Background: an optimization exercise with open tools, aiming at small area, a short achievable clock period and few clock cycles. Do not read the settings as production practice.
Only simulation tests tie the RTL to the original design; equivalence was not proved.
No activity file was given, so power comes from the tool's default toggle rates.

==> flow/design.v (excerpt) <==
module mips(
	input wire clk,
	input wire rst,
	output wire [31:0] INST_ADDR,
	input wire [31:0] INST_DATA,
	output wire [31:0] DMEM_ADDR,
	output wire DMEM_WE,
	output wire [31:0] DMEM_WDATA,
	input wire [31:0] DMEM_RDATA
	);
Size: ~6600 cells after synthesis, roughly 0.064 sq mm of cells after synthesis.
export LEC_CHECK = 0
export CAP_MARGIN = 20
export CORE_MARGIN = 2
export CORE_UTILIZATION = 40
export PLACE_DENSITY = 0.7
export SLEW_MARGIN = 20
export SYNTH_HIERARCHICAL = 1
export SYNTH_MINIMUM_KEEP_SIZE = 0
create_clock -name core_clock -period 10.0 [get_ports {clk}]
standard.sh (not shown) runs the stock make flow with config.mk's settings and CLKGATE_MAP_FILE= SYNTH_SCRIPT=/design/flow/synth_recipe.tcl, a recipe that flattens the netlist after the stock synthesis.
==> flow/flow/run.sh <==
#!/bin/bash
set -euo pipefail
MARGIN=6.55
bash standard.sh synth > synth.log 2>&1
SYNTH_ODB=orfs/results/sky130hd/mips/base/1_synth.odb openroad -no_init -exit flow/downsize.tcl > downsize.log 2>&1
bash standard.sh SETUP_SLACK_MARGIN=$MARGIN "CTS_ARGS=-sink_clustering_enable -repair_clock_nets -dont_use_dummy_load -buf_list sky130_fd_sc_hd__clkbuf_8 -sink_clustering_size 20" finish > layout.log 2>&1
==> flow/flow/downsize.tcl <==
# Set every combinational cell that synthesis mapped to a larger drive
# strength back to its smallest variant; the timing repair later in the flow
# sizes up the cells that need it.
set odb $::env(SYNTH_ODB)
read_db $odb
set db [ord::get_db]
set n 0
foreach inst [[ord::get_db_block] getInsts] {
  set m [$inst getMaster]
  set name [$m getName]
  if {[regexp {^sky130_fd_sc_hd__(df|edf|sdf|dl|sdl|conb|tap|fill|decap|diode)} $name]} { continue }
  if {[regexp {^(sky130_fd_sc_hd__[a-z0-9]+)_([0-9]+)$} $name -> base size] && $size > 1} {
    foreach s {1 0} {
      set nm [$db findMaster ${base}_$s]
      if {$nm ne "NULL" && $nm ne ""} {
        $inst swapMaster $nm
        incr n
        break
      }
    }
  }
}
puts "downsized $n cells"
write_db $odb
Testbench counts at the start, summed over its fixed seeds: cycles 74,576.
Edit:
--- a/flow/flow/run.sh
+++ b/flow/flow/run.sh
@@ -1,5 +1,5 @@
 #!/bin/bash
 set -euo pipefail
-MARGIN=6.55
+MARGIN=6.5
 bash standard.sh synth > synth.log 2>&1
 SYNTH_ODB=orfs/results/sky130hd/mips/base/1_synth.odb openroad -no_init -exit flow/downsize.tcl > downsize.log 2>&1
--- a/flow/config.mk
+++ b/flow/config.mk
@@ -9,5 +9,4 @@
 export CORE_MARGIN = 2
 export CORE_UTILIZATION = 40
-export PLACE_DENSITY = 0.7
 export SLEW_MARGIN = 20
 export SYNTH_HIERARCHICAL = 1
What happened: The new run finished clean; worst setup slack gains 0.017 ns; register-to-register slack got worse by 0.07 ns; area after synthesis is unchanged; routed wire length went up by 2.4%; fmax rose by 0.47%.
Edit:
==> flow/flow/run.sh (replaced) <==
#!/bin/bash
set -euo pipefail
MARGIN=6.75
bash standard.sh synth > synth.log 2>&1
SYNTH_ODB=orfs/results/sky130hd/mips/base/1_synth.odb openroad -no_init -exit flow/downsize.tcl > downsize.log 2>&1
bash standard.sh SETUP_SLACK_MARGIN=$MARGIN "CTS_ARGS=-sink_clustering_enable -repair_clock_nets -dont_use_dummy_load -buf_list sky130_fd_sc_hd__clkbuf_8 -sink_clustering_size 20" "BUFFER_PORTS_ARGS=-buffer_cell sky130_fd_sc_hd__buf_2" \
  MATCH_CELL_FOOTPRINT=0 "SETUP_MOVE_SEQUENCE=unbuffer,sizeup,swap" finish > layout.log 2>&1
Die area stays the same.
Hold slack is worse by 0.091 ns.
Routed wire length stays flat.
Total power drops by 0.81%.
Register-to-register slack is worse by 0.07 ns.
Non-clock buffer count drops by 115.
Synthesized area stays the same.
Worst setup slack is worse by 0.38 ns.
Clock-buffer cell count climbs by 1.
Cell area climbs by 1.0%.
Clock power hardly moves.
Edit:
==> flow/flow/run.sh (replaced) <==
#!/bin/bash
set -euo pipefail
MARGIN=6.7
bash standard.sh synth > synth.log 2>&1
SYNTH_ODB=orfs/results/sky130hd/mips/base/1_synth.odb openroad -no_init -exit flow/downsize.tcl > downsize.log 2>&1
bash standard.sh SETUP_SLACK_MARGIN=$MARGIN "CTS_ARGS=-sink_clustering_enable -repair_clock_nets -dont_use_dummy_load -buf_list sky130_fd_sc_hd__clkbuf_8 -sink_clustering_size 20" finish > layout.log 2>&1
--- a/flow/config.mk
+++ b/flow/config.mk
@@ -9,4 +9,5 @@
 export CORE_MARGIN = 2
 export CORE_UTILIZATION = 40
+export PLACE_DENSITY = 0.7
 export SLEW_MARGIN = 20
 export SYNTH_HIERARCHICAL = 1
Sequential cell count does not change.
Routed wire length is lower by 2.5%.
Design area is higher by 1.5%.
First-iteration DRC count is higher by 15%.
Hold slack degrades by 0.022 ns.
Global-route usage is lower by 1.3 points.
Via count is higher by 3.8%.
Utilization is higher by 0.73 points.
Synthesized area is unchanged.
Register-to-register slack improves by 0.14 ns.
Power is higher by 2.0%.
Edit:
--- a/flow/flow/run.sh
+++ b/flow/flow/run.sh
@@ -1,5 +1,5 @@
 #!/bin/bash
 set -euo pipefail
-MARGIN=6.7
+MARGIN=6.5
 bash standard.sh synth > synth.log 2>&1
 SYNTH_ODB=orfs/results/sky130hd/mips/base/1_synth.odb openroad -no_init -exit flow/downsize.tcl > downsize.log 2>&1
--- a/flow/config.mk
+++ b/flow/config.mk
@@ -9,4 +9,5 @@
 export CORE_MARGIN = 2
 export CORE_UTILIZATION = 40
+export GPL_ROUTABILITY_DRIVEN = 0
 export PLACE_DENSITY = 0.7
 export SLEW_MARGIN = 20
Result: The new run produced a clean layout; final area is lower by a few percent; power is lower by a few percent; wire length is lower by a few percent; clock-buffer cell count is lower by 5; hold slack gains 0.0074 ns; die area stays the same; register-to-register slack loses 0.05 ns; clock skew is lower by 0.037 ns; synthesized area does not change; global-route usage is lower by 1.2 points; sequential share of layout area is higher by 0.84 points.
Edit:
==> flow/flow/run.sh (replaced) <==
#!/bin/bash
set -euo pipefail
MARGIN=6.6
bash standard.sh synth > synth.log 2>&1
SYNTH_ODB=orfs/results/sky130hd/mips/base/1_synth.odb openroad -no_init -exit flow/downsize.tcl > downsize.log 2>&1
bash standard.sh SETUP_SLACK_MARGIN=$MARGIN "CTS_ARGS=-sink_clustering_enable -repair_clock_nets -dont_use_dummy_load -buf_list sky130_fd_sc_hd__clkbuf_16 -sink_clustering_size 30 -sink_clustering_max_diameter 80" finish > layout.log 2>&1
--- a/flow/config.mk
+++ b/flow/config.mk
@@ -9,5 +9,4 @@
 export CORE_MARGIN = 2
 export CORE_UTILIZATION = 40
-export GPL_ROUTABILITY_DRIVEN = 0
 export PLACE_DENSITY = 0.7
 export SLEW_MARGIN = 20
Cell count is lower slightly.
Total power is lower by a few percent.
Routed wire length is higher by a few percent.
Non-clock buffer count is higher by 85.
Synthesized area is unchanged.
Worst setup slack gets worse by 0.14 ns.


Setup of job 8909:
mips again, from the RTL that the note above started with.
clock: 10.0 ns
lec_check: 0
cap_margin: 20
core_margin: 2
core_utilization: 40
slew_margin: 20
synth_hierarchical: 1
synth_minimum_keep_size: 0
==> flow/flow/run.sh <==
#!/bin/bash
set -euo pipefail
MARGIN=6.5
bash standard.sh synth > synth.log 2>&1
SYNTH_ODB=orfs/results/sky130hd/mips/base/1_synth.odb openroad -no_init -exit flow/downsize.tcl > downsize.log 2>&1
bash standard.sh SETUP_SLACK_MARGIN=$MARGIN "CTS_ARGS=-sink_clustering_enable -repair_clock_nets -dont_use_dummy_load -buf_list sky130_fd_sc_hd__clkbuf_8 -sink_clustering_size 20" "BUFFER_PORTS_ARGS=-buffer_cell sky130_fd_sc_hd__buf_2" finish > layout.log 2>&1
Scripts as last shown in full above: flow/flow/downsize.tcl
Testbench counts of job 8909, summed over its fixed seeds: cycles 74,576.
Here is what was changed in the inputs of job 3768 compared with job 8909.
Settings: PLACE_DENSITY: unset -> 0.7; SLEW_MARGIN: 20 -> 75.
==> flow/flow/run.sh <==
#!/bin/bash
set -euo pipefail
MARGIN=6.5
bash standard.sh synth > synth.log 2>&1
SYNTH_ODB=orfs/results/sky130hd/mips/base/1_synth.odb openroad -no_init -exit flow/downsize.tcl > downsize.log 2>&1
bash standard.sh SETUP_SLACK_MARGIN=$MARGIN "CTS_ARGS=-sink_clustering_enable -repair_clock_nets -dont_use_dummy_load -buf_list sky130_fd_sc_hd__clkbuf_8 -sink_clustering_size 20" finish > layout.log 2>&1
==> run summary <==
Job 3768: full flow OK, the timing, design-rule and antenna checks passed. Summary of job 3768 over job 8909: final cell count saw an increase; total routing usage reported by global routing comparable; clock-buffer cell count fell 2.3%. Fraction of power consumed by combinational cells for job 3768 is higher than for job 8909. Post-DP HPWL, job 3768 and job 8909: smaller value in job 8909. In the tables for job 3768 and job 8909, post-route fraction of the period consumed by the critical path reads lower with job 3768. [job 3768] maximum single-stage delay on the critical path fell 0.15 ns relative to job 8909. Worst-case vdd ir drop improves in job 3768 relative to job 8909. Looking at non-clock buffer count, job 3768 sits above job 8909.
[inputs] job 8525 vs job 3768
Settings: swapping 0.7 for 0.75 in PLACE_DENSITY; swapping 75 for 20 in SLEW_MARGIN.
==> run summary <==
Of the two values seen for source of the critical timing path, INST_DATA[17] was produced by job 8525 and pc[30] by job 3768. Going from job 3768 to job 8525, total power shrank slightly. When job 8525 is set beside job 3768, its total area of multi-input combinational cells turns out to be about 2.1% smaller. The higher initial antenna violation count of job 8525 and job 3768 is in job 8525.
Changes in job 6573 relative to job 8525:
Settings: SLEW_MARGIN changed from 20 to 40; PLACE_DENSITY changed from 0.75 to 0.7.
--- a/flow/flow/run.sh
+++ b/flow/flow/run.sh
@@ -3 +3 @@
-MARGIN=6.5
+MARGIN=6.7
### Flow results
- Job 6573 and job 8525 ended up with roughly the same global-route track usage on met1.
- Sequential portion of the cell area in job 6573 is 0.60 points lower than in job 8525
- End of the critical path: e_b[25] -> job 8525, pc[25] -> job 6573
- Diff job 6573 and job 8525: worst slew slack as a fraction of its limit lower in job 8525
- Delta (job 6573 minus job 8525): via total after detailed routing grew by 1.3%, global-route wire length before repair grew by about 1.4%, number of global-route vias before repair grew by 2.3%.
diff inputs: job 6573 => job 1575
Settings: SLEW_MARGIN: 40 -> 30.
--- a/flow/flow/run.sh
+++ b/flow/flow/run.sh
@@ -3 +3 @@
-MARGIN=6.7
+MARGIN=6.6
There was hardly any difference in cell count between job 1575 and job 6573.
In the final reports, the cell area of job 1575 is smaller than that of job 6573.
Changes observed in job 1575 relative to job 6573: sequential share of cell area went up, worst setup slack went up, critical path depth went down.
Relative to job 6573, clock period minus worst slack has decreased by 0.026 ns in job 1575.
In job 1575 the wire length of the first global-routing pass turned out 1.5% higher than in job 6573.

-- what the ideal ports hide --
How much do the figures lean on ideal ports? The routed layouts below were timed once more, with nothing changed but the port constraints. Step 1 (the two cells are an assumption about what drives the block):
set clk [get_ports {clk}]
set_driving_cell -lib_cell sky130_fd_sc_hd__clkbuf_16 $clk
set_driving_cell -lib_cell sky130_fd_sc_hd__buf_2 [delete_from_list [all_inputs] $clk]
Step 2 adds t to the input delays and takes it off the output delays; t is the mean of the earliest and latest rising clock arrival at the registers after step 1. Input paths then give back, and output paths get back, about the clock's delay inside the block. a / b / c = ideal / step 1 / step 2; a / b = the first two.
run	t (ns)	slack for setup (ns)	worst slew at a driven data input, ns
the first run of note 1	0.995	6.362 / 6.294 / 5.409	0.15
the second run of note 1	1.012	6.379 / 6.307 / 5.330	0.19
the third run of note 1	1.025	5.996 / 6.057 / 5.032	0.13
the fourth run of note 1	1.012	6.383 / 6.306 / 5.403	0.18
the fifth run of note 1	1.023	6.309 / 6.301 / 5.278	0.15
the sixth run of note 1	0.776	6.174 / 6.213 / 5.437	0.12
job 8909	1.012	6.309 / 6.248 / 5.236	0.17
job 3768	1.040	6.350 / 6.265 / 5.433	0.17
job 8525	1.002	6.316 / 6.316 / 5.321	0.14
job 6573	1.024	6.370 / 6.307 / 5.374	0.16
job 1575	1.024	6.396 / 6.311 / 5.450	0.09
After both steps every run listed still meets setup and hold. For job 8909, which loses most, drivers alone change the setup slack by -0.061 ns; drivers and shift together by -1.073 ns.
